What follows belongs to an exercise in optimizing a design on an open flow for small area; a production flow would make more cautious choices. Only simulation tests tie the RTL to the original design; equivalence was not proved. No activity file was given, so power comes from the tool's default toggle rates.

### flow/run.sh
#!/bin/bash
# Standard layout, except that synthesis maps the logic with an area-oriented
# ABC script (flow/area.abc) instead of ORFS's speed script.  Everything else
# in synthesis is the standard flow's own script (synth_recipe.tcl), so the registers are
# the standard synthesis's.
set -euo pipefail
HERE=$(pwd)
{
  cat <<TCL
proc abc {args} {
  set i [lsearch -exact \$args -script]
  if {\$i >= 0} { lset args [expr {\$i + 1}] $HERE/flow/area.abc }
  yosys abc {*}\$args
}
TCL
  cat synth_recipe.tcl
} > area_synth.tcl
bash standard.sh SYNTH_SCRIPT=$HERE/area_synth.tcl finish > standard.log 2>&1
### flow/area.abc
strash
ifraig
scorr
dc2
strash
dch -f
amap -m
### standard.sh
#!/bin/bash
# synth_recipe.tcl (not shown) runs the flow's synth.tcl, then flattens the netlist and writes it again
# the make line also repeats each setting of config.mk as NAME=value (left out here)
make -C /OpenROAD-flow-scripts/flow DESIGN_CONFIG=/design/flow/config.mk WORK_HOME=/design/flow/orfs CLKGATE_MAP_FILE= SYNTH_SCRIPT=/design/flow/synth_recipe.tcl "${@:-finish}"
### config.mk
export PLATFORM = sky130hd
export DESIGN_NAME = uart_copro_top
export DESIGN_NICKNAME = uart_copro_top
export VERILOG_FILES = /design/flow/design.v
export SDC_FILE = /design/flow/constraint.sdc
export NUM_CORES = 4
export LEC_CHECK = 0
export CAP_MARGIN = 20
export CORE_MARGIN = 2
export CORE_UTILIZATION = 65
export CTS_BUF_LIST = sky130_fd_sc_hd__clkbuf_8
export CTS_CLUSTER_DIAMETER = 60
export CTS_CLUSTER_SIZE = 18
export SLEW_MARGIN = 20
### constraint.sdc
create_clock -name core_clock -period 10.0 [get_ports {clk}]
set_input_delay 2.0000 -clock core_clock [delete_from_list [all_inputs] [get_ports {clk}]]
set_output_delay 2.0000 -clock core_clock [all_outputs]
set_load 0.01 [all_outputs]
### design.v
module baud_rate_generator(
    input  clk,
    input  reset,
    output tick,
    output bc1
);
    reg [3:0] counter;
    assign bc1  = (counter == 4'd1);
    assign tick = counter[3] & counter[2] & counter[0];    
    always @(posedge clk)
        if (reset | tick) counter <= 4'd0;
        else              counter <= counter + 4'd1;
endmodule
module uart_copro_top(
    input  clk,
    input  reset,
    input  rx,
    output tx,
    input  [1:0] mode
);
    localparam [1:0] IDLE = 2'd0, START = 2'd1, DATA = 2'd2, STOP = 2'd3;
    wire tick, bc1;
    baud_rate_generator BAUD (.clk(clk), .reset(reset), .tick(tick), .bc1(bc1));
    reg [5:0] ph;
    always @(posedge clk) ph <= ph + 6'd1;
    wire ph63 = &ph;
    reg [7:0] q;
    reg [3:0] cc;        
    reg       rxb;       
    wire qidle      = ~q[7] & ~q[6];
    wire rsample    = tick & (&q[3:0]) & (q[7] ? ~&q[6:4] : q[4]);
    wire data_ready = tick & (&q);
    wire [5:0] welem = {~cc, q[6:5]};    
    wire rwr = q[7] & (ph == welem);
    always @(posedge clk) begin
        if (reset) q <= 8'd0;
        else if (qidle) begin if (~rx) q <= 8'd104; end
        else if (tick) q <= q + 8'd1;
        if (rsample) rxb <= rx;
        if (reset) cc <= 4'd0;
        else if (data_ready) cc <= cc + 4'd1;
    end
    reg [1:0] sq;
    wire trig  = (sq == 2'd1) & bc1;
    wire cpend = (sq == 2'd3);
    wire act   = (sq == 2'd2);
    wire compl = data_ready & (&cc);
    always @(posedge clk) begin
        sq[0] <= ~reset & ((~sq[1] & (sq[0] | compl)) | (sq[1] & sq[0] & ~ph63));
        sq[1] <= ~reset & ((sq[0] & (sq[1] | bc1)) | (sq[1] & ~sq[0] & ~ph63));
    end
    reg [63:0] A0, A1, B0, B1, C0, C1;
    reg [3:0]  X0, X1;
    reg cy, fv1, fv2;
    reg [1:0] mL;
    wire a0 = A0[0], a1 = A1[0];
    wire b0 = B0[0] & fv1, b1 = B1[0] & fv1;
    wire c0 = C0[0] & fv2, c1 = C1[0] & fv2;
    wire s0 = a0 ^ b0 ^ cy;
    wire k0 = (a0 & b0) | (cy & (a0 ^ b0));
    wire s1 = a1 ^ b1 ^ k0;
    wire k1 = (a1 & b1) | (k0 & (a1 ^ b1));
    wire r0 = mL[0] ? a0 : mL[1] ? c0 : s0;
    wire r1 = mL[0] ? a1 : mL[1] ? c1 : s1;
    wire slot0 = (ph[5:2] == 4'd0);
    wire wra = act & ~slot0;     
    wire wrx = act & slot0;      
    always @(posedge clk) begin
        A0 <= {(rwr & ~q[4]) ? rxb : A0[0], A0[63:61], wra ? r0 : A0[60], A0[59:1]};
        A1 <= {(rwr &  q[4]) ? rxb : A1[0], A1[63:61], wra ? r1 : A1[60], A1[59:1]};
        X0 <= {wrx ? r0 : X0[0], X0[3:1]};
        X1 <= {wrx ? r1 : X1[0], X1[3:1]};
        B0 <= {act ? A0[0] : B0[0], B0[63:1]};
        B1 <= {act ? A1[0] : B1[0], B1[63:1]};
        C0 <= {act ? B0[0] : C0[0], C0[63:1]};
        C1 <= {act ? B1[0] : C1[0], C1[63:1]};
        cy <= act & k1;
        if (trig) mL <= mode;
        if (reset) begin
            fv1 <= 1'b0;
            fv2 <= 1'b0;
        end else if (act & ph63) begin
            fv1 <= 1'b1;
            fv2 <= fv1;
        end
    end
    reg [4:0] pd;
    reg [7:0] u;
    reg [3:0] D0, D1;    
    wire tidle    = ~u[7] & ~u[6] & u[4];
    wire tstart   = ~u[7] & u[6];
    wire tdata    = u[7];
    wire tx_done  = tick & ~u[7] & ~u[6] & ~u[4] & (&u[3:0]);
    wire tx_start = tidle & ~(pd[4] & ~pd[0]) & ~trig;
    wire fetch = tstart & (pd[4] | (ph[5:2] == pd[3:0]));
    always @(posedge clk) begin
        if (reset) begin pd[4] <= 1'b1; pd[0] <= 1'b0; end
        else if (trig) pd <= 5'd14;
        else if (tx_done) pd <= pd - 5'd1;
        D0 <= {fetch ? (pd[4] ? X0[0] : A0[0]) : D0[0], D0[3:1]};
        D1 <= {fetch ? (pd[4] ? X1[0] : A1[0]) : D1[0], D1[3:1]};
        if (reset) u <= 8'h10;
        else if (tidle) begin if (tx_start) u <= 8'h70; end
        else if (tick) u <= u + 8'd1;
    end
    wire [1:0] dst = u[6:5] - ph[1:0];
    wire [3:0] dsel = u[4] ? D1 : D0;
    assign tx = tdata ? dsel[dst] : ~tstart;
endmodule
==> flow_metrics.tcl, run 1 <==
set metrics [dict create \
    reg2reg_depth 9 \
    synthTopCellsByArea "dfxtp_1 (85%), nor2_1 (2.1%), edfxtp_1 (1.8%)" \
    cts_buffers 28 \
    ys_types 32 \
    num_antenna_cells 0 \
    synth_mux_area_frac 0 \
    drtPass1Iterations 5 \
    initial_core_util 0.670 \
    grt-ovfl-total 0 \
    grt_pass1_wl_mm 20.8 \
    top_layer_used "met4" \
    path_class "flop to primary output" \
    io_buffer_count 5 \
    synth_top_family_by_area "compound AO/OA/AOI/OAI gates" \
    fillerInstances 1010 \
    syn_to_final_growth_pct 7.32 \
    num_rows 45 \
    clk_pin_slew_ns 0.11 \
    drt_iter0_markers 169 \
    max_slew_margin 0.348 \
    synth_common_cells "dfxtp_1 (437), nor2_1 (57), clkinv_1 (45)" \
    synthSimpleGateAreaFrac 0.0471 \
    period_minus_slack_ns 4.52 \
    synth-edff-count 6 \
    synth-seq-cells 443 \
    status "no timing/DRC/antenna violations" \
    pwr-share-comb 0.005 \
    finalNetCount 744 \
    core-area_um2 15300 \
    cap_violations 0 \
    required_ns 8.00 \
    design.die.area_um2 16800 \
    slew_violations 0 \
    synth_area_leader_cell "dfxtp_1" \
    synthXorXnorAreaFrac 0.000854 \
    fin_util 0.719 \
    irDropWorstVdd_mv 0.159 \
    clockBufferDepth 3 \
    route.detailed.drc 0 \
    die_x_um 130 \
    cts_tree "yes" \
    start_kind "flop" \
    wl_met2_mm 5.19 \
    drive_gt1_frac 0.0423 \
    reg2reg_slack_ns 7.12 \
    swShare 0.189 \
    detailed_place.area_um2 10600 \
    synthesis.instances 694 \
    dr_wl_met3_um 435 \
    setup_viol 0 \
    rsz0062_at_grt "false" \
    yosys_warnings 2 \
    clock.fmax_mhz 221 \
    vias 4503 \
    syn-num-nets 709 \
    finalWirelength_mm 12.4 \
    grtUsageTotal 0.155 \
    cts_num_sinks 443 \
    cp-end-kind "primary output" \
    htreeDepth 1 \
    arrival_ns 2.52 \
    fin_total_pwr_mw 2.54 \
    dpl.hpwl_mm 7.35 \
    ios 6 \
    async_flop_share 0 \
    cts_setup_buffers 0 \
    worstPathMaxFanout 4 \
    first_global_vias 4420 \
    skew_ns 0.0151 \
    yosys_most_used_dff "dfxtp_1" \
    ant_nets 0 \
    seq_area_frac_synth 0.870 \
    place.gp.congestion 0.777 \
    worst_pin_slew_ns 0.974 \
    clkPwrFrac 0.296 \
    final_min_period_over_clock_period 0.452 \
    drt-met1-wl_mm 6.46 \
    cts_root_buf "clkbuf_8" \
    syn_area_um2 10300 \
    power_switching_mw 0.481 \
    intPower_mw 2.06 \
    synth_compound_area_frac 0.0517 \
    finalInstanceArea_um2 11000 \
    synth_top_area_frac 0.853 \
    cts_hold_buf 0 \
    hold_path_class "flop to flop" \
    grt_max_degree 26 \
    post_cts_resized 0 \
    die_h_um 130 \
    insertion_delay_ns 0.56 \
    wire_per_inst_um 13.1 \
    yosysMostFrequentCell "dfxtp_1" \
    power_density_nw_per_um2 231 \
    synthAdderAreaFrac 0.0137 \
    grt_antenna_before_repair 0 \
    syn_avg_cell_area_um2 14.8 \
    min_path_cells 0 \
    hold_viol 0 \
    fin_setup_tns_ns 0 \
    power.leakage_nw 4.21 \
    avgViaCountPerCell 4.78 \
    seqPwrFrac 0.700 \
]
==> flip-flops by register name (all words and copies together) (netlist names), 5 cells and up <==
signal / count
A1: 64
u: 8
A0: 64
pd: 5
ph: 6
C1: 64
B0: 64
q: 8
C0: 64
B1: 64
==> area by class of cell <==
type                       count  area [µm²]  area share
clock buffer                  28         385      0.0350
tap                          211         264      0.0240
sequential                   443        8930       0.811
inverter                      45         169      0.0153
timing repair buffer           5        50.0     0.00455
clock inverter                 5        51.3     0.00466
multi-input combinational    206        1160       0.106
==> final timing paths <==
| check | start | end |
|---|---|---|
| worst max-delay path | u[5] | tx |
| worst min-delay path | X1[3] | X1[2] |
| worst max register to register | BAUD.counter[0] | u[3] |
| worst min register to register | X1[3] | X1[2] |
==> layout by cell type, fill, tap and decap left out, types with 2 or more instances in the layout <==
cell             instances
a2111oi_0                2
a211oi_1                 7
a21oi_1                 22
a221oi_1                 3
a22oi_1                 10
a31oi_1                  4
a32oi_1                  2
clkbuf_8                28
clkdlybuf4s50_1          5
clkinv_1                45
dfxtp_1                437
edfxtp_1                 6
fa_1                     2
ha_1                     8
inv_1                    2
nand2_1                 19
nand3_1                  8
nand4_1                  2
nor2_1                  57
nor2b_1                  3
nor3_1                  14
nor4_1                   5
o211ai_1                 3
o21a_1                   2
o21ai_0                 16
o221ai_1                 2
o22ai_1                  7
==> metrics by stage <==
step	hold WS (ns)	cells	setup slack, ns
finish	0.324	943	5.48
global route	0.327	943	5.26
CTS	0.326	943	5.44
detailed placement	0.312	910	6.07
global placement	0.310	910	6.21
floorplan	0.310	694	6.74
==> routing by layer <==
layer,global-route usage,vias to the layer above
met3,0.0326,22
li1,-,2329
met4,0.0512,0
met1,0.229,2081
met2,0.230,71
met5,0,-
==> power groups by stage <==
stage / clock network (mW) / registers, mW / logic [mW]
floorplan: 0 / 1.82 / 0.00684
global placement: 0 / 1.82 / 0.0106
detailed placement: 0 / 1.82 / 0.0115
CTS: 0.781 / 1.78 / 0.0116
global route: 0.843 / 1.78 / 0.0131
finish: 0.751 / 1.78 / 0.0116
==> cell families after synthesis <==
| group | Yosys count |
|---|---|
| adder cells (fa/ha/maj) | 10 |
| AO/OA/AOI/OAI | 83 |
| flip-flops | 443 |
| AND/OR/NAND/NOR | 112 |
| XOR/XNOR | 1 |
| buffers and inverters | 45 |
==> worst max-delay path, cell delays in order (launching register included) <==
cell and delay, ns:
dfxtp_1 0.35, clkinv_1 0.13, ha_1 0.22, nor2_1 0.11, a21oi_1 0.06, o21ai_0 0.21, o311ai_0 0.19, o211ai_1 0.13
nand2_1 0.08, clkdlybuf4s50_1 0.48
==> run 2: changes to the inputs <==
--- a/flow/run.sh
+++ b/flow/run.sh
@@ -4,3 +4,4 @@
 # in synthesis is the standard flow's own script (synth_recipe.tcl), so the registers are
-# the standard synthesis's.
+# the standard synthesis's.  The ports are buffered as in the standard flow,
+# with the smallest buffer cell.
 set -euo pipefail
@@ -17,2 +18,2 @@
 } > area_synth.tcl
-bash standard.sh SYNTH_SCRIPT=$HERE/area_synth.tcl finish > standard.log 2>&1
+bash standard.sh SYNTH_SCRIPT=$HERE/area_synth.tcl "BUFFER_PORTS_ARGS=-buffer_cell sky130_fd_sc_hd__buf_1" finish > standard.log 2>&1
==> run 2 against run 1 <==
Setup slack better by 0.42 ns. Sequential power about the same. Core utilization decreased by 0.16 points. Die area stayed put. Power up 0.16%. Maximum frequency grew 10%. Clock power increased by 0.7%. Critical path type unchanged.
==> flow_metrics.tcl, run 2 <==
set metrics [dict create \
    ant_nets 0 \
    finalWirelength_mm 12.4 \
    dpl.hpwl_mm 7.43 \
    slew_violations 0 \
    vias 4535 \
    synthSimpleGateAreaFrac 0.0471 \
    grt_max_degree 26 \
    cts_root_buf "clkbuf_8" \
    r2r_start "BAUD.counter[0]" \
    io_buffer_count 5 \
    num_rows 45 \
    reg2reg_depth 9 \
    synth_common_cells "dfxtp_1 (437), nor2_1 (57), clkinv_1 (45)" \
    synth-edff-count 6 \
    path_class "flop to primary output" \
    arrival_ns 2.10 \
    final_cell_mix "dfxtp_1 (437), nor2_1 (57), clkinv_1 (45), clkbuf_8 (28), a21oi_1 (22)" \
    place.gp.congestion 0.772 \
    synthTopCellsByArea "dfxtp_1 (85%), nor2_1 (2.1%), edfxtp_1 (1.8%)" \
    cts_num_sinks 443 \
    power_density_nw_per_um2 232 \
    synth_top_family_by_area "compound AO/OA/AOI/OAI gates" \
    critPathLaunch "u[5]" \
    wire_per_inst_um 13.1 \
    post_cts_resized 0 \
    status "no timing/DRC/antenna violations" \
    grt_antenna_before_repair 0 \
    cts_setup_buffers 0 \
    drive_gt1_frac 0.0437 \
    cp_top_family "compound AO/OA/AOI/OAI gates" \
    avgViaCountPerCell 4.80 \
    rr_endpoint "u[3]" \
    clock.fmax_mhz 244 \
    detailed_place.area_um2 10600 \
    syn_to_final_growth_pct 7.09 \
    synth_area_leader_cell "dfxtp_1" \
    final_common_cell "dfxtp_1" \
    finalNetCount 745 \
    route.detailed.drc 0 \
    setup_viol 0 \
    ys_types 32 \
    hp-start "A0[58]" \
    worst-path-stages 9 \
    power.leakage_nw 4.20 \
    hold_path_class "flop to flop" \
    worstPathMaxFanout 4 \
    cts_tree "yes" \
    start_kind "flop" \
    synthesis.instances 694 \
    cp-endpoint "tx" \
    path_cells "clkinv_1 -> ha_1 -> nor2_1 -> a21oi_1 -> o21ai_0 -> o311ai_0 -> o211ai_1 -> nand2_1 -> buf_1" \
    drtPass1Iterations 4 \
    drt_iter0_markers 262 \
    seq_area_frac_synth 0.870 \
    grt_pass1_wl_mm 21.2 \
    cap_violations 0 \
    period_minus_slack_ns 4.10 \
    rsz0062_at_grt "false" \
    synthAdderAreaFrac 0.0137 \
    async_flop_share 0 \
    syn-num-nets 709 \
    crit_slowest_cell "dfxtp_1" \
    skew_ns 0.0268 \
    yosysMostFrequentCell "dfxtp_1" \
    cts_buffers 28 \
    design.die.area_um2 16800 \
    worst_pin_slew_ns 0.424 \
    clk_pin_slew_ns 0.11 \
    clockBufferDepth 3 \
    num_antenna_cells 0 \
    yosys_warnings 2 \
    hold_viol 0 \
    timing.hold.ws_ns 0.318 \
    cts_hold_buf 0 \
    syn_area_um2 10300 \
    cp-end-kind "primary output" \
    final_min_period_over_clock_period 0.410 \
    htreeDepth 1 \
    first_global_vias 4466 \
    synth_compound_area_frac 0.0517 \
    die_h_um 130 \
    required_ns 8.00 \
    finalInstanceArea_um2 11000 \
    fin_setup_tns_ns 0 \
    synth-seq-cells 443 \
    initial_core_util 0.670 \
    synth_top_area_frac 0.853 \
    grt-ovfl-total 0 \
    irDropWorstVdd_mv 0.162 \
    max_slew_margin 0.715 \
    reg2reg_slack_ns 7.23 \
    ios 6 \
    grtUsageTotal 0.157 \
    max_stage_delay_ns 0.35 \
    path_buf_inv 2 \
    insertion_delay_ns 0.58 \
    synthXorXnorAreaFrac 0.000854 \
    core-area_um2 15300 \
    synth_mux_area_frac 0 \
    yosys_most_used_dff "dfxtp_1" \
    syn_avg_cell_area_um2 14.8 \
    die_x_um 130 \
]
==> run 2: cell counts after synthesis <==
No cell type changed its count.
==> run 2: logic make-up (layout without fill, tap and decap cells) <==
family,count (synthesis),after routing
xor+xnor,1,1
compound gates,83,83
flops,443,443
fa+ha+maj,10,10
simple gates,112,112
buf+inv,45,84
==> run 2: metal layers <==
layer	track usage	routed length, µm	vias up
met3	0.0318	532	26
li1	-	-	2323
met4	0.0512	289	0
met5	0	0	-
met1	0.238	6500	2119
met2	0.229	5030	67
==> run 2: final cells by class <==
type	count	area, µm²
multi-input combinational	206	1160
fill	1016	4330
sequential	443	8930
timing repair buffer	6	26.3
tap	211	264
clock buffer	28	385
inverter	45	169
clock inverter	5	51.3
==> run 2: how the worst min path moves through the flow <==
stage,end,depth (start not counted)
CTS,B1[16],0
global route,A0[57],0
detailed placement,B0[34],0
floorplan,A0[0],0
finish,A0[57],0
global placement,A0[58],0
==> run 2: metrics by stage <==
| step | utilization | cells | worst slack (ns) | total power [mW] |
|---|---|---|---|---|
| 2_1_floorplan | - | 694 | 6.74 | 1.83 |
| 3_3_place_gp | 0.689 | 911 | 6.54 | 1.83 |
| 3_5_place_dp | 0.689 | 911 | 6.49 | 1.83 |
| 4_1_cts | 0.717 | 944 | 5.87 | 2.57 |
| 5_1_grt | 0.717 | 944 | 5.68 | 2.64 |
| 6_report | 0.717 | 944 | 5.90 | 2.55 |
==> run 2: worst register-to-register path: cells and delay by family (launching register included) <==
kind	cells	cell delay (ns)
flip-flops	1	0.42
AO/OA/AOI/OAI	2	0.61
buffers and inverters	3	0.69
AND/OR/NAND/NOR	3	0.78
adder cells (fa/ha/maj)	1	0.17
==> run 2: power breakdown <==
| part | leakage, nW | internal (mW) | switching (mW) | total, mW |
|---|---|---|---|---|
| Combinational | 0.376 | 0.00435 | 0.00646 | 0.0108 |
| Clock | 0.235 | 0.282 | 0.474 | 0.756 |
| Sequential | 3.59 | 1.77 | 0.00540 | 1.78 |
| Total | 4.20 | 2.06 | 0.486 | 2.55 |
==> run 3: changes to the inputs <==
--- a/config.mk
+++ b/config.mk
@@ -12,3 +12,3 @@
 export CTS_CLUSTER_DIAMETER = 60
-export CTS_CLUSTER_SIZE = 18
+export CTS_CLUSTER_SIZE = 19
 export SLEW_MARGIN = 20
==> run 3 against run 2 <==
Clock-buffer cell count decreased by 1. Area after synthesis unchanged. Die area unchanged. Non-clock buffer count unchanged. Still clean. Largest power group unchanged. Routed wire length increased by 0.50%. Register-to-register slack got worse by 0.08 ns. First-iteration DRC count decreased by 9.9%. Setup slack got worse by 0.0088 ns.
==> flow_metrics.tcl, run 3 <==
set metrics [dict create \
    status "no timing/DRC/antenna violations" \
    cts_num_sinks 443 \
    place.gp.congestion 0.772 \
    drtPass1Iterations 5 \
    synth_common_cells "dfxtp_1 (437), nor2_1 (57), clkinv_1 (45)" \
    final_min_period_over_clock_period 0.410 \
    drive_gt1_frac 0.0423 \
    clockBufferDepth 3 \
    finalInstanceArea_um2 11000 \
    cp_top_family "compound AO/OA/AOI/OAI gates" \
    die_h_um 130 \
    max_slew_margin 0.720 \
    synth_area_leader_cell "dfxtp_1" \
    ys_types 32 \
    cts_setup_buffers 0 \
    yosys_warnings 2 \
    hold_viol 0 \
    fin_setup_tns_ns 0 \
    vias 4547 \
    dpl.hpwl_mm 7.43 \
    worst_pin_slew_ns 0.416 \
    wire_per_inst_um 13.2 \
    cts_root_buf "clkbuf_8" \
    core-area_um2 15300 \
    die_x_um 130 \
    grt_max_degree 26 \
    synthesis.instances 694 \
    final_cell_mix "dfxtp_1 (437), nor2_1 (57), clkinv_1 (45), clkbuf_8 (27), a21oi_1 (22)" \
    post_cts_resized 0 \
    avgViaCountPerCell 4.82 \
    hold_path_class "flop to flop" \
    yosys_most_used_dff "dfxtp_1" \
    syn_area_um2 10300 \
    arrival_ns 2.10 \
    grtUsageTotal 0.158 \
    path_buf_inv 2 \
    first_global_vias 4466 \
    setup_viol 0 \
    cp-end-kind "primary output" \
    cts_tree "yes" \
    detailed_place.area_um2 10600 \
    synth_top_family_by_area "compound AO/OA/AOI/OAI gates" \
    worstPathMaxFanout 4 \
    synthTopCellsByArea "dfxtp_1 (85%), nor2_1 (2.1%), edfxtp_1 (1.8%)" \
    finalNetCount 744 \
    drt_iter0_markers 236 \
    seq_area_frac_synth 0.870 \
    initial_core_util 0.670 \
    max_stage_delay_ns 0.35 \
    finalWirelength_mm 12.4 \
    start_kind "flop" \
    io_buffer_count 5 \
    insertion_delay_ns 0.57 \
    htreeDepth 1 \
    clock.fmax_mhz 244 \
    fin_util 0.715 \
    ant_nets 0 \
    crit_slowest_cell "dfxtp_1" \
    period_minus_slack_ns 4.10 \
    synth_top_area_frac 0.853 \
    num_antenna_cells 0 \
    synth_compound_area_frac 0.0517 \
    syn-num-nets 709 \
    path_class "flop to primary output" \
    final_common_cell "dfxtp_1" \
    design.die.area_um2 16800 \
    skew_ns 0.0119 \
    synth_mux_area_frac 0 \
    synthAdderAreaFrac 0.0137 \
    rsz0062_at_grt "false" \
    timing.hold.ws_ns 0.329 \
    async_flop_share 0 \
    clk_pin_slew_ns 0.11 \
    grt-ovfl-total 0 \
    synthSimpleGateAreaFrac 0.0471 \
    ios 6 \
    synthXorXnorAreaFrac 0.000854 \
    grt_antenna_before_repair 0 \
    cap_violations 0 \
    path_cells "clkinv_1 -> ha_1 -> nor2_1 -> a21oi_1 -> o21ai_0 -> o311ai_0 -> o211ai_1 -> nand2_1 -> buf_1" \
    synth-edff-count 6 \
    grt_pass1_wl_mm 21.1 \
    yosysMostFrequentCell "dfxtp_1" \
    cts_buffers 27 \
    slew_violations 0 \
    cts_hold_buf 0 \
    fillerInstances 1019 \
    synth-seq-cells 443 \
    power_density_nw_per_um2 229 \
    required_ns 8.00 \
    syn_to_final_growth_pct 6.77 \
    irDropWorstVdd_mv 0.167 \
    route.detailed.drc 0 \
    power.leakage_nw 4.18 \
    num_rows 45 \
    syn_avg_cell_area_um2 14.8 \
]
## run 3: cell counts after synthesis
Identical to the previous run, type by type.
## run 3: metrics by stage
step	total power, mW	cells	setup slack (ns)
after floorplan	1.83	694	6.74
after global routing	2.61	943	5.68
after CTS	2.54	943	5.85
after global placement	1.83	911	6.54
final	2.51	943	5.90
after detailed placement	1.83	911	6.49
## run 3: area by class of cell
cell class,instances,area [µm²],share of cell area
repair buffers,6,26.3,0.00240
well taps,211,264,0.0241
clock inverters,5,32.5,0.00297
flip-flops and latches,443,8930,0.815
multi-input cells,206,1160,0.106
clock buffers,27,372,0.0339
inverters,45,169,0.0154
## run 3: layer usage
layer	global-route usage	wire (µm)
met5	0	0
met4	0.0595	354
met3	0.0326	500
met2	0.231	5070
met1	0.234	6490
## run 3: report_power, final
group / switching, mW / leakage, nW / internal (mW)
Combinational: 0.00639 / 0.376 / 0.00435
Clock: 0.473 / 0.213 / 0.249
Sequential: 0.00540 / 3.59 / 1.77
## run 3: logic make-up (layout without fill, tap and decap cells)
logic type	Yosys count	in the layout
AND/OR/NAND/NOR	112	112
AO/OA/AOI/OAI	83	83
adder cells (fa/ha/maj)	10	10
flip-flops	443	443
XOR/XNOR	1	1
buffers and inverters	45	83
## run 3: path summary, 6_finish.rpt
check / startpoint / slack [ns] / cells after the start / to
setup reg to reg: BAUD.counter[0] / 7.15 / 9 / u[3]
hold / removal: A1[1] / 0.33 / 0 / A1[0]
setup / recovery: u[5] / 5.90 / 9 / tx
hold reg to reg: A1[1] / 0.33 / 0 / A1[0]
==> run 4: changes to the inputs <==
--- a/config.mk
+++ b/config.mk
@@ -12,3 +12,3 @@
 export CTS_CLUSTER_DIAMETER = 60
-export CTS_CLUSTER_SIZE = 19
+export CTS_CLUSTER_SIZE = 20
 export SLEW_MARGIN = 20
==> run 4 against run 3 <==
Die area stayed put. Register-to-register slack improved by 0.07 ns. First-iteration DRC count is 14% higher. Clock power shrank 0.7%. Hold slack worse by 0.0017 ns.
==> flow_metrics.tcl, run 4 <==
set metrics [dict create \
    status "no timing/DRC/antenna violations" \
    hold_path_class "flop to flop" \
    slew_violations 0 \
    num_antenna_cells 0 \
    grt_antenna_before_repair 0 \
    place_inst 911 \
    synth_top_area_frac 0.853 \
    start_kind "flop" \
    dr_wl_met3_um 555 \
    rsz0062_at_grt "false" \
    wl_met2_mm 5.04 \
    setup_viol 0 \
    path_cells "clkinv_1 -> ha_1 -> nor2_1 -> a21oi_1 -> o21ai_0 -> o311ai_0 -> o211ai_1 -> nand2_1 -> buf_1" \
    rr_endpoint "u[7]" \
    cts_buffers 26 \
    cts_num_sinks 443 \
    grt_max_degree 26 \
    async_flop_share 0 \
    dpl.hpwl_mm 7.43 \
    yosys_warnings 2 \
    syn-num-nets 709 \
    synth_common_cells "dfxtp_1 (437), nor2_1 (57), clkinv_1 (45)" \
    cts_setup_buffers 0 \
    power_density_nw_per_um2 229 \
    insertion_delay_ns 0.57 \
    synthesis.instances 694 \
    timing.hold.ws_ns 0.328 \
    reg2reg_depth 11 \
    clk_pin_slew_ns 0.11 \
    drt_iter0_markers 268 \
    yosys_most_used_dff "dfxtp_1" \
    ys_types 32 \
    hold_path_end "B1[12]" \
    yosysMostFrequentCell "dfxtp_1" \
    clock.fmax_mhz 244 \
    syn_to_final_growth_pct 6.67 \
    cp-end-kind "primary output" \
    reg2reg_slack_ns 7.22 \
    avgViaCountPerCell 4.81 \
    final_cells 942 \
    final_min_period_over_clock_period 0.410 \
    path_class "flop to primary output" \
    synth-seq-cells 443 \
    grtUsageTotal 0.154 \
    drtPass1Iterations 5 \
    synth_area_leader_cell "dfxtp_1" \
    worstPathMaxFanout 4 \
    hp-start "B1[13]" \
    cap_violations 0 \
    wire_per_inst_um 13.0 \
    design.die.area_um2 16800 \
    grt-ovfl-total 0 \
    grt_pass1_wl_mm 20.8 \
    fin_util 0.715 \
    required_ns 8.00 \
    final_common_cell "dfxtp_1" \
    finalNetCount 743 \
    route.detailed.drc 0 \
    irDropWorstVdd_mv 0.167 \
    finalWirelength_mm 12.3 \
    post_cts_resized 0 \
    vias 4527 \
    first_global_vias 4420 \
    min_path_cells 0 \
    initial_core_util 0.670 \
    max_stage_delay_ns 0.35 \
    fin_setup_tns_ns 0 \
    drive_gt1_frac 0.0410 \
    num_rows 45 \
    syn_avg_cell_area_um2 14.8 \
    ios 6 \
    cts_root_buf "clkbuf_8" \
    drt-met1-wl_mm 6.40 \
    synthTopCellsByArea "dfxtp_1 (85%), nor2_1 (2.1%), edfxtp_1 (1.8%)" \
    clockBufferDepth 3 \
    power.leakage_nw 4.18 \
    seq_area_frac_synth 0.870 \
    cts_tree "yes" \
    cp_top_family "compound AO/OA/AOI/OAI gates" \
    worst-path-stages 9 \
    die_x_um 130 \
    hold_viol 0 \
    die_h_um 130 \
    ant_nets 0 \
    skew_ns 0.0194 \
    top_layer_used "met4" \
    core-area_um2 15300 \
    r2r_start "BAUD.counter[0]" \
    final_cell_mix "dfxtp_1 (437), nor2_1 (57), clkinv_1 (45), clkbuf_8 (26), a21oi_1 (22)" \
    syn_area_um2 10300 \
    path_buf_inv 2 \
    synth-edff-count 6 \
    io_buffer_count 5 \
    worst_pin_slew_ns 0.419 \
    fillerInstances 1027 \
    arrival_ns 2.10 \
    cts_hold_buf 0 \
    htreeDepth 1 \
    crit_slowest_cell "dfxtp_1" \
    max_slew_margin 0.718 \
    period_minus_slack_ns 4.10 \
    place.gp.congestion 0.772 \
]
[run 4: changes by cell type in the layout (fill, tap and decap cells not counted)]
cell	before	now
inv_8	0	1
inv_6	0	2
clkinvlp_4	1	0
clkinv_4	2	0
clkbuf_8	27	26
[run 4: cell type report]
class,count,area [µm²],share of cell area
clock buffers,26,358,0.0327
inverters,45,169,0.0154
well taps,211,264,0.0241
clock inverters,5,36.3,0.00332
flip-flops and latches,443,8930,0.816
repair buffers,6,26.3,0.00240
multi-input cells,206,1160,0.106
[run 4: worst reg2reg max path, stage by stage (launching register included)]
cell	delay, ns
dfxtp_1	0.42
ha_1	0.17
nand3_1	0.09
nor2_1	0.33
clkinv_1	0.25
o211ai_1	0.21
clkinv_1	0.21
nor2_1	0.35
clkinv_1	0.23
nand3_1	0.15
nor3_1	0.08
a211oi_1	0.21
[run 4: how the worst max path moves through the flow]
stage / slack [ns] / startpoint / end
floorplan: 6.74 / u[5] / tx
global placement: 6.54 / u[5] / tx
detailed placement: 6.49 / u[5] / tx
CTS: 5.86 / u[5] / tx
global route: 5.67 / u[5] / tx
finish: 5.90 / u[5] / tx
[run 4: power breakdown]
group          switching, mW  internal, mW  total [mW]
registers            0.00538          1.77        1.78
clock network          0.474         0.243       0.717
logic                0.00638       0.00435      0.0107
total                  0.485          2.02        2.51
[run 4: routing by layer]
| metal | track usage | vias to the layer above |
|---|---|---|
| li1 | - | 2323 |
| met1 | 0.230 | 2099 |
| met2 | 0.229 | 77 |
| met3 | 0.0310 | 28 |
| met4 | 0.0512 | 0 |
| met5 | 0 | - |
[run 4: cell families (layout without fill, tap and decap cells)]
family / Yosys count / count (layout) / share of synthesized area
compound gates: 83 / 83 / 0.0517
xor+xnor: 1 / 1 / 0.000854
fa+ha+maj: 10 / 10 / 0.0137
buf+inv: 45 / 82 / 0.0165
flops: 443 / 443 / 0.870
simple gates: 112 / 112 / 0.0471
[run 4: per-stage QoR]
step	total power [mW]	instance area, µm²	setup WS (ns)
floorplan	1.83	10300	6.74
global placement	1.83	10600	6.54
detailed placement	1.83	10600	6.49
CTS	2.53	10900	5.86
global route	2.60	10900	5.67
finish	2.51	10900	5.90
==> run 5: changes to the inputs <==
--- a/design.v
+++ b/design.v
@@ -53,3 +53,3 @@
     reg [3:0]  X0, X1;
-    reg cy, fv1, fv2;
+    reg cy, fv1;
     reg [1:0] mL;
@@ -57,3 +57,3 @@
     wire b0 = B0[0] & fv1, b1 = B1[0] & fv1;
-    wire c0 = C0[0] & fv2, c1 = C1[0] & fv2;
+    wire c0 = C0[0] & fv1, c1 = C1[0] & fv1;
     wire s0 = a0 ^ b0 ^ cy;
@@ -74,13 +74,8 @@
         B1 <= {act ? A1[0] : B1[0], B1[63:1]};
-        C0 <= {act ? B0[0] : C0[0], C0[63:1]};
-        C1 <= {act ? B1[0] : C1[0], C1[63:1]};
+        C0 <= {act ? b0 : C0[0], C0[63:1]};
+        C1 <= {act ? b1 : C1[0], C1[63:1]};
         cy <= act & k1;
         if (trig) mL <= mode;
-        if (reset) begin
-            fv1 <= 1'b0;
-            fv2 <= 1'b0;
-        end else if (act & ph63) begin
-            fv1 <= 1'b1;
-            fv2 <= fv1;
-        end
+        if (reset) fv1 <= 1'b0;
+        else if (act & ph63) fv1 <= 1'b1;
     end
==> run 5 against run 4 <==
Non-clock buffer count down 1. Die area down 0.24%. Synthesized cell count down 0.43%. Highest routed layer unchanged.
==> flow_metrics.tcl, run 5 <==
set metrics [dict create \
    clock.fmax_mhz 233 \
    synth_top_area_frac 0.853 \
    cts_hold_buf 0 \
    setup_viol 0 \
    required_ns 8.00 \
    insertion_delay_ns 0.57 \
    ant_nets 0 \
    num_antenna_cells 0 \
    syn_area_um2 10200 \
    final_cell_mix "dfxtp_1 (436), nor2_1 (60), clkinv_1 (45), clkbuf_8 (27), a21oi_1 (21)" \
    cts_setup_buffers 0 \
    ys_types 34 \
    start_kind "flop" \
    irDropWorstVdd_mv 0.198 \
    cap_violations 0 \
    drt_iter0_markers 236 \
    pwr-share-comb 0.005 \
    place.gp.congestion 0.775 \
    finalNetCount 739 \
    route.detailed.drc 0 \
    grt_max_degree 22 \
    max_slew_margin 0.330 \
    yosys_warnings 2 \
    clkPwrFrac 0.295 \
    wire_per_inst_um 13.3 \
    cts_tree "yes" \
    synthTopCellsByArea "dfxtp_1 (85%), nor2_1 (2.2%), edfxtp_1 (1.8%)" \
    arrival_ns 2.29 \
    worstPathMaxFanout 4 \
    intPower_mw 2.05 \
    synth-edff-count 6 \
    worst_pin_slew_ns 1.00 \
    skew_ns 0.0191 \
    hold_viol 0 \
    seqPwrFrac 0.701 \
    slew_violations 0 \
    cts_buffers 26 \
    die_x_um 129 \
    vias 4544 \
    grtUsageTotal 0.155 \
    syn-num-nets 706 \
    cts_num_sinks 442 \
    grt_pass1_wl_mm 20.7 \
    synth_common_cells "dfxtp_1 (436), nor2_1 (60), clkinv_1 (45)" \
    grt_antenna_before_repair 0 \
    finalWirelength_mm 12.5 \
    power_switching_mw 0.485 \
    period_minus_slack_ns 4.29 \
    swShare 0.191 \
    yosys_most_used_dff "dfxtp_1" \
    clockBufferDepth 3 \
    ios 6 \
    async_flop_share 0 \
    rsz0062_at_grt "false" \
    synth-seq-cells 442 \
    timing.hold.ws_ns 0.315 \
    clk_pin_slew_ns 0.12 \
    seq_area_frac_synth 0.870 \
    hold_path_class "flop to flop" \
    syn_to_final_growth_pct 6.94 \
    drive_gt1_frac 0.0412 \
    fin_setup_tns_ns 0 \
    cts_root_buf "clkbuf_8" \
    final_min_period_over_clock_period 0.429 \
    dpl.hpwl_mm 7.43 \
    htreeDepth 1 \
    final_common_cell "dfxtp_1" \
    fin_util 0.715 \
    synthesis.instances 691 \
    path_class "flop to primary output" \
    post_cts_resized 0 \
    fillerInstances 1022 \
    die_h_um 129 \
    io_buffer_count 5 \
    avgViaCountPerCell 4.84 \
    syn_avg_cell_area_um2 14.8 \
    status "no timing/DRC/antenna violations" \
    design.die.area_um2 16800 \
    grt-ovfl-total 0 \
    first_global_vias 4399 \
    initial_core_util 0.668 \
    synth_area_leader_cell "dfxtp_1" \
    num_rows 45 \
    cp-end-kind "primary output" \
    power.leakage_nw 4.18 \
    drtPass1Iterations 5 \
    yosysMostFrequentCell "dfxtp_1" \
    core-area_um2 15300 \
    power_density_nw_per_um2 232 \
]
[run 5: final timing paths]
path                                       from     end  slack [ns]  cells after the start
worst max-delay path                       u[5]      tx        5.71                      9
worst min-delay path                     B0[62]  B0[61]        0.32                      0
worst max register to register  BAUD.counter[0]    u[4]        7.01                     13
worst min register to register           B0[62]  B0[61]        0.32                      0
[run 5: through the flow]
step	total power, mW	area, µm²	cells	setup slack [ns]
after floorplan	1.82	10200	691	6.71
after global placement	1.83	10500	907	6.47
after detailed placement	1.83	10500	907	6.37
after CTS	2.56	10900	939	5.72
after global routing	2.63	10900	939	5.47
final	2.54	10900	939	5.71
[run 5: area by class of cell]
class / count / area (µm²) / area share
flip-flops and latches: 442 / 8910 / 0.814
well taps: 211 / 264 / 0.0241
clock buffers: 27 / 372 / 0.0340
repair buffers: 5 / 18.8 / 0.00171
multi-input cells: 204 / 1160 / 0.106
inverters: 45 / 169 / 0.0154
clock inverters: 5 / 56.3 / 0.00514
[run 5: logic make-up (layout without fill, tap and decap cells)]
| group | after synthesis | in the layout | synth area share |
|---|---|---|---|
| AOI/OAI and AO/OA | 76 | 76 | 0.0489 |
| buffers and inverters | 45 | 82 | 0.0165 |
| adders and majority gates | 10 | 10 | 0.0137 |
| DFF | 442 | 442 | 0.870 |
| xor gates and xnor gates | 1 | 1 | 0.000856 |
| and+or+nand+nor | 117 | 117 | 0.0496 |
[run 5: worst max-delay path: stages (launching register included)]
cell	delay, ns
dfxtp_1	0.39
clkinv_1	0.12
ha_1	0.20
nor2_1	0.09
a21oi_1	0.06
o21ai_0	0.26
o311ai_0	0.25
o211ai_1	0.14
nand2_1	0.08
buf_1	0.12
[run 5: metal layers]
| layer | up-vias | global-route usage | routed length, µm |
|---|---|---|---|
| met5 | - | 0 | 0 |
| met4 | 0 | 0.0531 | 279 |
| met1 | 2113 | 0.225 | 6410 |
| li1 | 2305 | - | - |
| met2 | 101 | 0.234 | 5150 |
| met3 | 25 | 0.0351 | 610 |
[run 5: power groups by stage]
stage | Sequential (mW) | Clock (mW) | Combinational [mW]
after floorplan | 1.82 | 0 | 0.00782
after global placement | 1.82 | 0 | 0.0106
after detailed placement | 1.82 | 0 | 0.0118
after CTS | 1.78 | 0.773 | 0.0119
after global routing | 1.78 | 0.840 | 0.0136
final | 1.78 | 0.747 | 0.0118
==> run 6: changes to the inputs <==
--- a/config.mk
+++ b/config.mk
@@ -12,3 +12,3 @@
 export CTS_CLUSTER_DIAMETER = 60
-export CTS_CLUSTER_SIZE = 20
+export CTS_CLUSTER_SIZE = 19
 export SLEW_MARGIN = 20
==> run 6 against run 5 <==
Sequential power about the same. Synthesized cell count stayed put. Critical path depth is the same. Register-to-register slack about the same. Non-clock buffer count unchanged. Largest cell class unchanged. Largest power group unchanged.
==> flow_metrics.tcl, run 6 <==
set metrics [dict create \
    status "no timing/DRC/antenna violations" \
    final_min_period_over_clock_period 0.429 \
    min_path_cells 0 \
    synth_top_area_frac 0.853 \
    grt-busiest-layer "met2" \
    power_density_nw_per_um2 230 \
    ant_nets 0 \
    cts_setup_buffers 0 \
    grt_max_degree 22 \
    synthesis.instances 691 \
    syn-num-nets 706 \
    finalWirelength_mm 12.2 \
    arrival_ns 2.29 \
    max_stage_delay_ns 0.39 \
    grt_antenna_before_repair 0 \
    cts_num_sinks 442 \
    dpl.hpwl_mm 7.43 \
    clock.fmax_mhz 233 \
    syn_to_final_growth_pct 6.83 \
    place.gp.congestion 0.775 \
    syn_area_um2 10200 \
    ios 6 \
    cts_tree "yes" \
    slew_violations 0 \
    reg2reg_slack_ns 7.00 \
    synth_common_cells "dfxtp_1 (436), nor2_1 (60), clkinv_1 (45)" \
    required_ns 8.00 \
    first_global_vias 4407 \
    skew_ns 0.0187 \
    hp-start "A1[16]" \
    cap_violations 0 \
    avgViaCountPerCell 4.83 \
    yosys_most_used_dff "dfxtp_1" \
    synthXorXnorAreaFrac 0.000856 \
    ys_types 34 \
    period_minus_slack_ns 4.29 \
    synthAdderAreaFrac 0.0137 \
    route.detailed.drc 0 \
    final_cells 939 \
    core-area_um2 15300 \
    cp-end-kind "primary output" \
    path_class "flop to primary output" \
    cts_buffers 27 \
    htreeDepth 1 \
    syn_avg_cell_area_um2 14.8 \
    synth-seq-cells 442 \
    path_buf_inv 2 \
    grtUsageTotal 0.154 \
    final_cell_mix "dfxtp_1 (436), nor2_1 (60), clkinv_1 (45), clkbuf_8 (28), a21oi_1 (21)" \
    hold_path_class "flop to flop" \
    reg2reg_depth 13 \
    max_slew_margin 0.315 \
    irDropWorstVdd_mv 0.168 \
    num_rows 45 \
    die_x_um 129 \
    num_antenna_cells 0 \
    cts_hold_buf 0 \
    place_inst 907 \
    synth_compound_area_frac 0.0489 \
    path_cells "clkinv_1 -> ha_1 -> nor2_1 -> a21oi_1 -> o21ai_0 -> o311ai_0 -> o211ai_1 -> nand2_1 -> buf_1" \
    clockBufferDepth 3 \
    r2r_start "BAUD.counter[0]" \
    yosys_warnings 2 \
    die_h_um 129 \
    seq_area_frac_synth 0.870 \
    synthTopCellsByArea "dfxtp_1 (85%), nor2_1 (2.2%), edfxtp_1 (1.8%)" \
    drtPass1Iterations 5 \
    worst_pin_slew_ns 1.03 \
    fillerInstances 1017 \
    hold_viol 0 \
    timing.hold.ws_ns 0.328 \
    start_kind "flop" \
    finalNetCount 740 \
    clk_pin_slew_ns 0.11 \
    grt-ovfl-total 0 \
    synthSimpleGateAreaFrac 0.0496 \
    io_buffer_count 5 \
    hold_path_end "A1[15]" \
    grt.met1_usage 0.221 \
    cp_top_family "compound AO/OA/AOI/OAI gates" \
    rr_endpoint "u[4]" \
    worstPathMaxFanout 4 \
    fin_setup_tns_ns 0 \
    cts_root_buf "clkbuf_8" \
    yosysMostFrequentCell "dfxtp_1" \
    grt_pass1_wl_mm 20.5 \
    synth_area_leader_cell "dfxtp_1" \
    insertion_delay_ns 0.57 \
    vias 4536 \
    drt_iter0_markers 246 \
    async_flop_share 0 \
    final_common_cell "dfxtp_1" \
    use_met2 0.232 \
    post_cts_resized 0 \
    synth_top_family_by_area "simple AND/OR/NAND/NOR gates" \
    synth-edff-count 6 \
    rsz0062_at_grt "false" \
    synth_mux_area_frac 0 \
    power.leakage_nw 4.18 \
    design.die.area_um2 16800 \
    crit_slowest_cell "dfxtp_1" \
    setup_viol 0 \
    drive_gt1_frac 0.0412 \
    initial_core_util 0.668 \
    wire_per_inst_um 13.0 \
    use_met3 0.0351 \
]
run 6: cell count changes in the layout (fill, tap and decap cells not counted), sizes merged:
cell    before  now
bufinv       1    0
clkbuf      27   28
clkinv      45   46
inv          3    2
run 6: cell families (layout without fill, tap and decap cells):
group / count (synthesis) / in the layout
AO/OA/AOI/OAI: 76 / 76
XOR/XNOR: 1 / 1
adder cells (fa/ha/maj): 10 / 10
buffers and inverters: 45 / 82
flip-flops: 442 / 442
AND/OR/NAND/NOR: 117 / 117
run 6: worst max-delay path by stage:
| stage | endpoint | startpoint | slack (ns) | cells past startpoint |
|---|---|---|---|---|
| finish | tx | u[5] | 5.71 | 9 |
| floorplan | tx | u[5] | 6.71 | 8 |
| global placement | BAUD.counter[2] | reset | 6.47 | 4 |
| CTS | tx | u[5] | 5.70 | 9 |
| detailed placement | BAUD.counter[2] | reset | 6.37 | 4 |
| global route | tx | u[5] | 5.47 | 9 |
run 6: per-layer routing:
layer  vias up  share of wire
li1       2312              -
met1      2110           0.52
met2        86           0.41
met3        28          0.041
met4         0          0.028
met5         -              0
run 6: power by group:
part	total, mW	switching (mW)	internal (mW)	leakage (nW)
sequential	1.78	0.00558	1.77	3.58
clock	0.726	0.469	0.257	0.219
combinational	0.0117	0.00732	0.00441	0.374
total	2.51	0.482	2.03	4.18
run 6: metrics by stage:
stage                     total power [mW]  worst slack, ns  area (µm²)  utilization
after floorplan                       1.82             6.71       10200            -
after global placement                1.83             6.47       10500        0.687
after detailed placement              1.83             6.37       10500        0.687
after CTS                             2.54             5.70       10900        0.714
after global routing                  2.61             5.47       10900        0.714
final                                 2.51             5.71       10900        0.714
run 6: area by class of cell:
| class | count | area, µm² | share of cell area |
|---|---|---|---|
| Multi-Input combinational cell | 204 | 1160 | 0.106 |
| Inverter | 45 | 169 | 0.0154 |
| Timing Repair Buffer | 5 | 18.8 | 0.00172 |
| Clock buffer | 28 | 385 | 0.0352 |
| Clock inverter | 4 | 31.3 | 0.00286 |
| Sequential cell | 442 | 8910 | 0.815 |
| Tap cell | 211 | 264 | 0.0241 |
==> run 7: changes to the inputs <==
--- a/config.mk
+++ b/config.mk
@@ -9,3 +9,3 @@
 export CORE_MARGIN = 2
-export CORE_UTILIZATION = 65
+export CORE_UTILIZATION = 75
 export CTS_BUF_LIST = sky130_fd_sc_hd__clkbuf_8
==> run 7 against run 6 <==
Still clean. Clock skew is 0.0086 ns higher. Clock power increased by 2%. Via count increased by 7.4%. Power is 0.46% higher. Clock-buffer cell count fell by 1. Non-clock buffer count unchanged. Flip-flop and latch count unchanged. Maximum frequency is 0.92% lower. Core utilization up 10 points. Routed wire length increased by 28%. Critical path type unchanged. Highest routed layer unchanged.
==> flow_metrics.tcl, run 7 <==
set metrics [dict create \
    status "no timing/DRC/antenna violations" \
    finalWirelength_mm 15.7 \
    power_switching_mw 0.499 \
    multi_input_area_um2 1160 \
    cts_hold_buf 0 \
    pwr-share-comb 0.005 \
    setup_viol 0 \
    power_density_nw_per_um2 232 \
    worst_pin_slew_ns 1.06 \
    cts_root_buf "clkbuf_8" \
    syn-num-nets 706 \
    yosys_warnings 2 \
    crit_slowest_cell "dfxtp_1" \
    worstPathMaxFanout 4 \
    yosysMostFrequentCell "dfxtp_1" \
    setup_ws_ns 5.67 \
    syn_avg_cell_area_um2 14.8 \
    rr_endpoint "u[4]" \
    swShare 0.198 \
    dpl.hpwl_mm 9.47 \
    vias 4871 \
    drive_gt1_frac 0.0398 \
    fin_setup_tns_ns 0 \
    num_antenna_cells 0 \
    die_h_um 121 \
    cap_violations 0 \
    place.gp.congestion 0.811 \
    route.detailed.drc 0 \
    max_slew_margin 0.294 \
    r2r_start "BAUD.counter[0]" \
    rsz0062_at_grt "false" \
    place_inst 872 \
    seq_area_frac_synth 0.870 \
    cts_buffers 27 \
    synth-edff-count 6 \
    avgViaCountPerCell 5.38 \
    drt_iter0_markers 393 \
    arrival_ns 2.33 \
    final_cell_mix "dfxtp_1 (436), nor2_1 (60), clkinv_1 (45), clkbuf_8 (27), a21oi_1 (21)" \
    max_stage_delay_ns 0.42 \
    synth_compound_area_frac 0.0489 \
    skew_ns 0.0273 \
    hold_viol 0 \
    synth_top_family_by_area "simple AND/OR/NAND/NOR gates" \
    post_cts_resized 0 \
    final_min_period_over_clock_period 0.433 \
    async_flop_share 0 \
    clk_pin_slew_ns 0.11 \
    clock.fmax_mhz 231 \
    detailed_place.area_um2 10500 \
    min_path_cells 0 \
    initial_core_util 0.770 \
    power.leakage_nw 4.18 \
    ys_types 34 \
    ios 6 \
    final_common_cell "dfxtp_1" \
    cts_tree "yes" \
    wire_per_inst_um 17.4 \
    fin_util 0.819 \
    reg2reg_depth 13 \
    synth-seq-cells 442 \
    synthAdderAreaFrac 0.0137 \
    grt_antenna_before_repair 0 \
    period_minus_slack_ns 4.33 \
    dp_slack_ns 6.38 \
    synthTopCellsByArea "dfxtp_1 (85%), nor2_1 (2.2%), edfxtp_1 (1.8%)" \
    synthesis.instances 691 \
    clockBufferDepth 3 \
    die_x_um 121 \
    first_global_vias 4934 \
    finalInstanceArea_um2 10900 \
    drtPass1Iterations 5 \
    seqPwrFrac 0.703 \
    start_kind "flop" \
    slew_violations 0 \
    fillerInstances 589 \
    required_ns 8.00 \
    ant_nets 0 \
    hold_path_class "flop to flop" \
    timing.hold.ws_ns 0.321 \
    reg2reg_slack_ns 6.84 \
    insertion_delay_ns 0.59 \
    path_class "flop to primary output" \
    core-area_um2 13300 \
    irDropWorstVdd_mv 0.203 \
    regArea_um2 8910 \
    finalNetCount 740 \
    synth_area_leader_cell "dfxtp_1" \
    cp-end-kind "primary output" \
    clkPwrFrac 0.292 \
    grt-ovfl-total 0 \
    grt_max_degree 22 \
    hp-start "C0[51]" \
    synth_mux_area_frac 0 \
    grtUsageTotal 0.225 \
    final_cells 905 \
    synthSimpleGateAreaFrac 0.0496 \
    cts_setup_buffers 0 \
    path_cells "clkinv_1 -> ha_1 -> a21oi_1 -> nand2_1 -> o21ai_0 -> o311ai_0 -> o211ai_1 -> nand2_1 -> buf_1" \
    io_buffer_count 5 \
    syn_area_um2 10200 \
    design.die.area_um2 14600 \
    synth_common_cells "dfxtp_1 (436), nor2_1 (60), clkinv_1 (45)" \
    grt_pass1_wl_mm 25.3 \
    synthXorXnorAreaFrac 0.000856 \
    cts_num_sinks 442 \
    syn_to_final_growth_pct 6.34 \
    intPower_mw 2.03 \
    hold_path_end "C0[50]" \
    num_rows 42 \
    cpMostUsedCell "nand2_1" \
    yosys_most_used_dff "dfxtp_1" \
    fin_total_pwr_mw 2.53 \
    htreeDepth 1 \
    synth_top_area_frac 0.853 \
]
==> run 7: cell counts after synthesis <==
No cell type changed its count.
==> run 7: how the worst max path moves through the flow <==
stage          start               to  slack, ns
2_1_floorplan   u[5]               tx       6.71
3_3_place_gp   reset  BAUD.counter[2]       6.54
3_5_place_dp   reset  BAUD.counter[2]       6.38
4_1_cts         u[5]               tx       5.70
5_1_grt         u[5]               tx       5.52
6_report        u[5]               tx       5.67
==> run 7: layout make-up <==
class                      instances  area share
tap                              176      0.0202
sequential                       442       0.818
multi-input combinational        204       0.106
clock inverter                     6     0.00356
clock buffer                      27      0.0341
inverter                          45      0.0155
timing repair buffer               5     0.00172
==> run 7: logic make-up after synthesis <==
kind of cell / Yosys count
compound gates: 76
xor+xnor: 1
fa+ha+maj: 10
buf+inv: 45
flops: 442
simple gates: 117
==> run 7: critical path, delay by kind of cell (launching register included) <==
family	cells	cell delay, ns
fa+ha+maj	1	0.23
buf+inv	2	0.27
compound gates	4	0.66
flops	1	0.42
simple gates	2	0.16
==> run 7: per-layer routing <==
layer,global-route usage,part of all wire,wire [µm]
met5,0,0,0
met4,0.0850,0.041,649
met3,0.0387,0.052,810
met1,0.300,0.43,6780
met2,0.374,0.48,7480
==> run 7: power groups by stage <==
| stage | clock [mW] | sequential (mW) | combinational (mW) |
|---|---|---|---|
| 6_report | 0.737 | 1.78 | 0.0120 |
| 5_1_grt | 0.809 | 1.78 | 0.0135 |
| 3_5_place_dp | 0 | 1.82 | 0.0118 |
| 4_1_cts | 0.747 | 1.78 | 0.0119 |
| 3_3_place_gp | 0 | 1.82 | 0.0105 |
| 2_1_floorplan | 0 | 1.82 | 0.00782 |
==> run 8: changes to the inputs <==
--- a/config.mk
+++ b/config.mk
@@ -9,5 +9,5 @@
 export CORE_MARGIN = 2
-export CORE_UTILIZATION = 75
+export CORE_UTILIZATION = 65
 export CTS_BUF_LIST = sky130_fd_sc_hd__clkbuf_8
-export CTS_CLUSTER_DIAMETER = 60
+export CTS_CLUSTER_DIAMETER = 90
 export CTS_CLUSTER_SIZE = 19
==> run 8 against run 7 <==
Clock skew down 0.0063 ns. Sequential share of layout area is 0.27 points lower. Routed wire length shrank 21%. Largest cell class unchanged. Sequential power about the same.
==> flow_metrics.tcl, run 8 <==
set metrics [dict create \
    synth_area_leader_cell "dfxtp_1" \
    critPathLaunch "u[5]" \
    die_x_um 129 \
    cts_setup_buffers 0 \
    cts_buffers 27 \
    power_switching_mw 0.486 \
    design.die.area_um2 16800 \
    fin_setup_tns_ns 0 \
    drtPass1Iterations 5 \
    hp-start "C1[63]" \
    reg2reg_slack_ns 6.97 \
    synthTopCellsByArea "dfxtp_1 (85%), nor2_1 (2.2%), edfxtp_1 (1.8%)" \
    initial_core_util 0.668 \
    synth_top_area_frac 0.853 \
    io_buffer_count 5 \
    fillerInstances 1027 \
    drive_gt1_frac 0.0399 \
    num_rows 45 \
    period_minus_slack_ns 4.29 \
    r2r_start "BAUD.counter[0]" \
    avgViaCountPerCell 4.88 \
    cts_num_sinks 442 \
    cts_tree "yes" \
    post_cts_resized 0 \
    cp-end-kind "primary output" \
    first_global_vias 4463 \
    regArea_um2 8910 \
    max_slew_margin 0.336 \
    grt_pass1_wl_mm 20.7 \
    syn_to_final_growth_pct 6.70 \
    vias 4581 \
    intPower_mw 2.03 \
    async_flop_share 0 \
    core-area_um2 15300 \
    yosys_most_used_dff "dfxtp_1" \
    htreeDepth 1 \
    ys_types 34 \
    worstPathMaxFanout 4 \
    irDropWorstVdd_mv 0.170 \
    drt_iter0_markers 251 \
    hold_viol 0 \
    synth_common_cells "dfxtp_1 (436), nor2_1 (60), clkinv_1 (45)" \
    path_cells "clkinv_1 -> ha_1 -> nor2_1 -> a21oi_1 -> o21ai_0 -> o311ai_0 -> o211ai_1 -> nand2_1 -> buf_1" \
    syn_avg_cell_area_um2 14.8 \
    multi_input_area_um2 1160 \
    cap_violations 0 \
    setup_viol 0 \
    cts_hold_buf 0 \
    hold_path_class "flop to flop" \
    dp_slack_ns 6.37 \
    status "no timing/DRC/antenna violations" \
    wire_per_inst_um 13.2 \
    ios 6 \
    clockBufferDepth 3 \
    cts_root_buf "clkbuf_8" \
    finalWirelength_mm 12.4 \
    final_min_period_over_clock_period 0.429 \
    grt-ovfl-total 0 \
    clk_pin_slew_ns 0.11 \
    synth-edff-count 6 \
    num_antenna_cells 0 \
    seqPwrFrac 0.707 \
    grt_max_degree 22 \
    seq_area_frac_synth 0.870 \
    synth-seq-cells 442 \
    die_h_um 129 \
    pwr-share-comb 0.005 \
    yosysMostFrequentCell "dfxtp_1" \
    clkPwrFrac 0.288 \
    final_common_cell "dfxtp_1" \
    swShare 0.194 \
    ant_nets 0 \
    arrival_ns 2.29 \
    insertion_delay_ns 0.57 \
    place.gp.congestion 0.775 \
    grt_antenna_before_repair 0 \
    final_cell_mix "dfxtp_1 (436), nor2_1 (60), clkinv_1 (45), clkbuf_8 (27), a21oi_1 (21)" \
    dpl.hpwl_mm 7.43 \
    power.leakage_nw 4.17 \
    rsz0062_at_grt "false" \
    worst_pin_slew_ns 0.997 \
    fin_util 0.713 \
    crit_slowest_cell "dfxtp_1" \
    setup_ws_ns 5.71 \
    route.detailed.drc 0 \
    grtUsageTotal 0.155 \
    yosys_warnings 2 \
    synthesis.instances 691 \
    required_ns 8.00 \
    slew_violations 0 \
    finalNetCount 740 \
    path_class "flop to primary output" \
    syn_area_um2 10200 \
    max_stage_delay_ns 0.40 \
    syn-num-nets 706 \
    clock.fmax_mhz 233 \
    start_kind "flop" \
    skew_ns 0.0210 \
    power_density_nw_per_um2 230 \
]
run 8: changes by cell type in the layout (fill, tap and decap cells not counted):
| cell | change |
|---|---|
| inv_1 | -2 |
run 8: per-stage QoR:
step	cells	total power, mW	hold slack [ns]	cell area [µm²]
6_report	938	2.51	0.329	10900
3_3_place_gp	907	1.83	0.310	10500
5_1_grt	938	2.60	0.338	10900
2_1_floorplan	691	1.82	0.310	10200
4_1_cts	938	2.54	0.330	10900
3_5_place_dp	907	1.83	0.312	10500
run 8: cell type report:
| type | instances | area share |
|---|---|---|
| repair buffers | 5 | 0.00172 |
| well taps | 211 | 0.0242 |
| clock buffers | 27 | 0.0340 |
| flip-flops and latches | 442 | 0.816 |
| clock inverters | 4 | 0.00286 |
| inverters | 45 | 0.0155 |
| multi-input cells | 204 | 0.106 |
run 8: per-layer routing:
layer  part of all wire  GRT usage  up-vias
li1                   -          -     2312
met1               0.52      0.220     2135
met2               0.41      0.234      103
met3              0.045     0.0355       31
met4              0.031     0.0607        0
met5                  0          0        -
run 8: logic make-up after synthesis:
family | Yosys count | synth area share
flops | 442 | 0.870
compound gates | 76 | 0.0489
xor+xnor | 1 | 0.000856
buf+inv | 45 | 0.0165
simple gates | 117 | 0.0496
fa+ha+maj | 10 | 0.0137
run 8: final timing paths:
check	cells after the start	end
setup / recovery	9	tx
hold / removal	0	C1[62]
setup reg to reg	13	u[4]
hold reg to reg	0	C1[62]
run 8: worst max-delay path, delay by kind of cell, from the launching register on:
| family | cells | cell delay (ns) |
|---|---|---|
| buf+inv | 2 | 0.24 |
| flops | 1 | 0.40 |
| compound gates | 4 | 0.71 |
| simple gates | 2 | 0.17 |
| fa+ha+maj | 1 | 0.20 |
run 8: power by group through the flow:
stage               combinational (mW)  sequential, mW  clock [mW]
finish                          0.0119            1.78       0.723
global route                    0.0136            1.78       0.811
CTS                             0.0120            1.78       0.752
detailed placement              0.0118            1.82           0
global placement                0.0106            1.82           0
floorplan                      0.00782            1.82           0
==> run 9: changes to the inputs <==
==> run.sh (new file) <==
#!/bin/bash
# synth_recipe.tcl (not shown) runs the flow's synth.tcl, then flattens the netlist and writes it again
# the make line also repeats each setting of config.mk as NAME=value (left out here)
make -C /OpenROAD-flow-scripts/flow DESIGN_CONFIG=/design/flow/config.mk WORK_HOME=/design/flow/orfs CLKGATE_MAP_FILE= SYNTH_SCRIPT=/design/flow/synth_recipe.tcl finish
--- a/config.mk
+++ b/config.mk
@@ -11,4 +11,4 @@
 export CTS_BUF_LIST = sky130_fd_sc_hd__clkbuf_8
-export CTS_CLUSTER_DIAMETER = 90
-export CTS_CLUSTER_SIZE = 19
+export CTS_CLUSTER_DIAMETER = 60
+export CTS_CLUSTER_SIZE = 16
 export SLEW_MARGIN = 20
removed: flow/run.sh
removed: flow/area.abc
removed: standard.sh
==> run 9 against run 8 <==
Global-route usage decreased by 0.33 points. Flip-flop and latch count unchanged. Still clean on timing, DRC and antenna. Highest routed layer unchanged. Largest power group unchanged. Core utilization shrank 0.59 points. Critical path type unchanged.
==> flow_metrics.tcl, run 9 <==
set metrics [dict create \
    grt_max_degree 32 \
    swShare 0.192 \
    num_antenna_cells 0 \
    setup_viol 0 \
    dpl.hpwl_mm 6.87 \
    clockBufferDepth 3 \
    die_x_um 131 \
    seq_area_frac_synth 0.853 \
    cts_tree "yes" \
    finalWirelength_mm 12.0 \
    slew_violations 0 \
    synthesis.instances 668 \
    wire_per_inst_um 13.2 \
    fillerInstances 1071 \
    power_switching_mw 0.487 \
    clock.fmax_mhz 215 \
    finalNetCount 707 \
    cp_top_family "multiplexers" \
    max_stage_delay_ns 0.57 \
    cts_buffers 31 \
    grtUsageTotal 0.151 \
    syn_to_final_growth_pct 6.75 \
    yosysMostFrequentCell "dfxtp_1" \
    clk_pin_slew_ns 0.10 \
    design.die.area_um2 17100 \
    hold_path_class "flop to flop" \
    cp-end-kind "primary output" \
    drt_iter0_markers 325 \
    drive_gt1_frac 0.0631 \
    synth_area_leader_cell "dfxtp_1" \
    io_buffer_count 5 \
    grt-ovfl-total 0 \
    route.detailed.drc 0 \
    htreeDepth 1 \
    initial_core_util 0.662 \
    core-area_um2 15800 \
    worst_pin_slew_ns 0.556 \
    syn-num-nets 683 \
    path_buf_inv 1 \
    irDropWorstVdd_mv 0.161 \
    synth_common_cells "dfxtp_1 (436), nand2_1 (26), xnor2_1 (19)" \
    intPower_mw 2.05 \
    arrival_ns 2.65 \
    hold_viol 0 \
    place_inst 875 \
    use_met3 0.0375 \
    period_minus_slack_ns 4.65 \
    syn_area_um2 10400 \
    final_cell_mix "dfxtp_1 (436), clkbuf_8 (31), nand2_1 (26), xnor2_1 (19), nor2_1 (18)" \
    avgViaCountPerCell 4.74 \
    path_class "flop to primary output" \
    cts_setup_buffers 0 \
    post_cts_resized 0 \
    ant_nets 0 \
    final_common_cell "dfxtp_1" \
    power_density_nw_per_um2 228 \
    status "no timing/DRC/antenna violations" \
    clkPwrFrac 0.299 \
    grt_pass1_wl_mm 20.5 \
    skew_ns 0.0322 \
    ys_types 47 \
    die_h_um 131 \
    drtPass1Iterations 4 \
    multi_input_area_um2 1420 \
    yosys_most_used_dff "dfxtp_1" \
    path_cells "mux4_2 -> mux2_2 -> a31o_1 -> clkdlybuf4s50_1" \
    required_ns 8.00 \
    pwr-share-comb 0.004 \
    max_slew_margin 0.629 \
    final_cells 913 \
    grt.met1_usage 0.226 \
    rsz0062_at_grt "false" \
    insertion_delay_ns 0.59 \
    grt-busiest-layer "met1" \
    seqPwrFrac 0.697 \
    ios 6 \
    cts_hold_buf 0 \
    async_flop_share 0 \
    cts_num_sinks 442 \
    worstPathMaxFanout 9 \
    synth-seq-cells 442 \
    cts_root_buf "clkbuf_8" \
    synthTopCellsByArea "dfxtp_1 (84%), edfxtp_1 (1.7%), xnor2_1 (1.6%)" \
    timing.hold.ws_ns 0.306 \
    power.leakage_nw 4.38 \
    use_met2 0.215 \
    final_min_period_over_clock_period 0.465 \
    first_global_vias 4302 \
    num_rows 46 \
    cap_violations 0 \
    fin_setup_tns_ns 0 \
    crit_slowest_cell "mux4_2" \
    place.gp.congestion 0.771 \
    grt_antenna_before_repair 0 \
    regArea_um2 8910 \
    vias 4331 \
    synth-edff-count 6 \
    synth_top_area_frac 0.836 \
    syn_avg_cell_area_um2 15.6 \
    start_kind "flop" \
    yosys_warnings 2 \
]
-- run 9: cell types whose count changed after synthesis, sizes merged, moves of 5 or more --
cell    previous run  this run
clkbuf             0         6
a22oi              7         0
nor3              13         8
xor2               0        10
a211oi             8         2
nand2             20        26
mux2               0        12
inv                0        12
nor2              60        18
clkinv            45         0
nand4              2         8
buf                0         8
o22ai              9         0
xnor2              1        19
-- run 9: cell families after synthesis --
group	after synthesis	synth area share
DFF	442	0.853
and+or+nand+nor	106	0.0532
AOI/OAI and AO/OA	38	0.0252
xor gates and xnor gates	29	0.0243
buffers and inverters	26	0.0110
muxes	17	0.0201
adders and majority gates	10	0.0134
-- run 9: cell type report --
| type | instances | area share |
|---|---|---|
| Sequential cell | 442 | 0.799 |
| Multi-Input combinational cell | 200 | 0.128 |
| Clock buffer | 31 | 0.0383 |
| Tap cell | 216 | 0.0242 |
| Timing Repair Buffer | 5 | 0.00404 |
| Inverter | 12 | 0.00404 |
| Clock inverter | 7 | 0.00303 |
-- run 9: path summary, 6_finish.rpt --
kind | from | end | slack, ns | depth (start not counted)
setup / recovery | u[4] | tx | 5.35 | 4
hold reg to reg | B0[34] | B0[33] | 0.31 | 0
setup reg to reg | fv1 | A1[59] | 7.76 | 8
hold / removal | B0[34] | B0[33] | 0.31 | 0
-- run 9: metal layers --
| layer | up-vias | wire length, µm |
|---|---|---|
| met3 | 23 | 535 |
| met2 | 72 | 4900 |
| met1 | 2031 | 6270 |
| met4 | 0 | 317 |
| met5 | - | 0 |
| li1 | 2205 | - |
-- run 9: per-stage QoR --
| step | setup slack [ns] | instance area [µm²] | power [mW] | util |
|---|---|---|---|---|
| 2_1_floorplan | 6.54 | 10400 | 1.82 | - |
| 3_3_place_gp | 6.02 | 10700 | 1.82 | 0.678 |
| 3_5_place_dp | 5.98 | 10700 | 1.82 | 0.678 |
| 4_1_cts | 5.31 | 11200 | 2.57 | 0.707 |
| 5_1_grt | 5.19 | 11200 | 2.64 | 0.707 |
| 6_report | 5.35 | 11200 | 2.54 | 0.707 |
-- run 9: power by group through the flow --
stage          Combinational (mW)  Clock (mW)  Sequential [mW]
6_report                   0.0104       0.759             1.77
5_1_grt                    0.0115       0.855             1.77
4_1_cts                    0.0108       0.788             1.77
3_5_place_dp               0.0104           0             1.81
3_3_place_gp              0.00997           0             1.81
2_1_floorplan             0.00800           0             1.81

[port drivers added, routing unchanged]
How much do the figures lean on ideal ports? The routed layouts below were timed once more, with nothing changed but the port constraints.
Step 1 assumes that a clkbuf_16 drives the clock port and a buf_2 every other input.
Step 2 times the ports against the registers' clock, not the clock port: input delays grow and output delays shrink by t, the midpoint of the rising clock arrivals with the driver on.
Slacks: ideal / step 1 / step 2; pairs: ideal / step 1.
run	t (ns)	setup slack, ns	worst setup path after step 2	slew at the worst register clock pin (ns)	worst slew at a driven data input, ns
run 1	0.591	5.483 / 5.446 / 6.037	register to output	0.11 / 0.11	0.03
run 2	0.601	5.904 / 5.866 / 6.466	register to output	0.12 / 0.12	0.03
run 3	0.601	5.895 / 5.857 / 6.458	register to output	0.11 / 0.11	0.03
run 4	0.595	5.899 / 5.860 / 6.456	register to output	0.12 / 0.12	0.03
run 5	0.592	5.711 / 5.677 / 6.269	register to output	0.12 / 0.12	0.03
run 6	0.597	5.713 / 5.677 / 6.274	register to output	0.11 / 0.11	0.03
run 7	0.608	5.674 / 5.643 / 6.251	register to output	0.11 / 0.11	0.03
run 8	0.599	5.706 / 5.670 / 6.269	register to output	0.11 / 0.11	0.03
run 9	0.613	5.349 / 5.310 / 5.923	register to output	0.10 / 0.10	0.05
After both steps setup and hold are still met in every run listed.
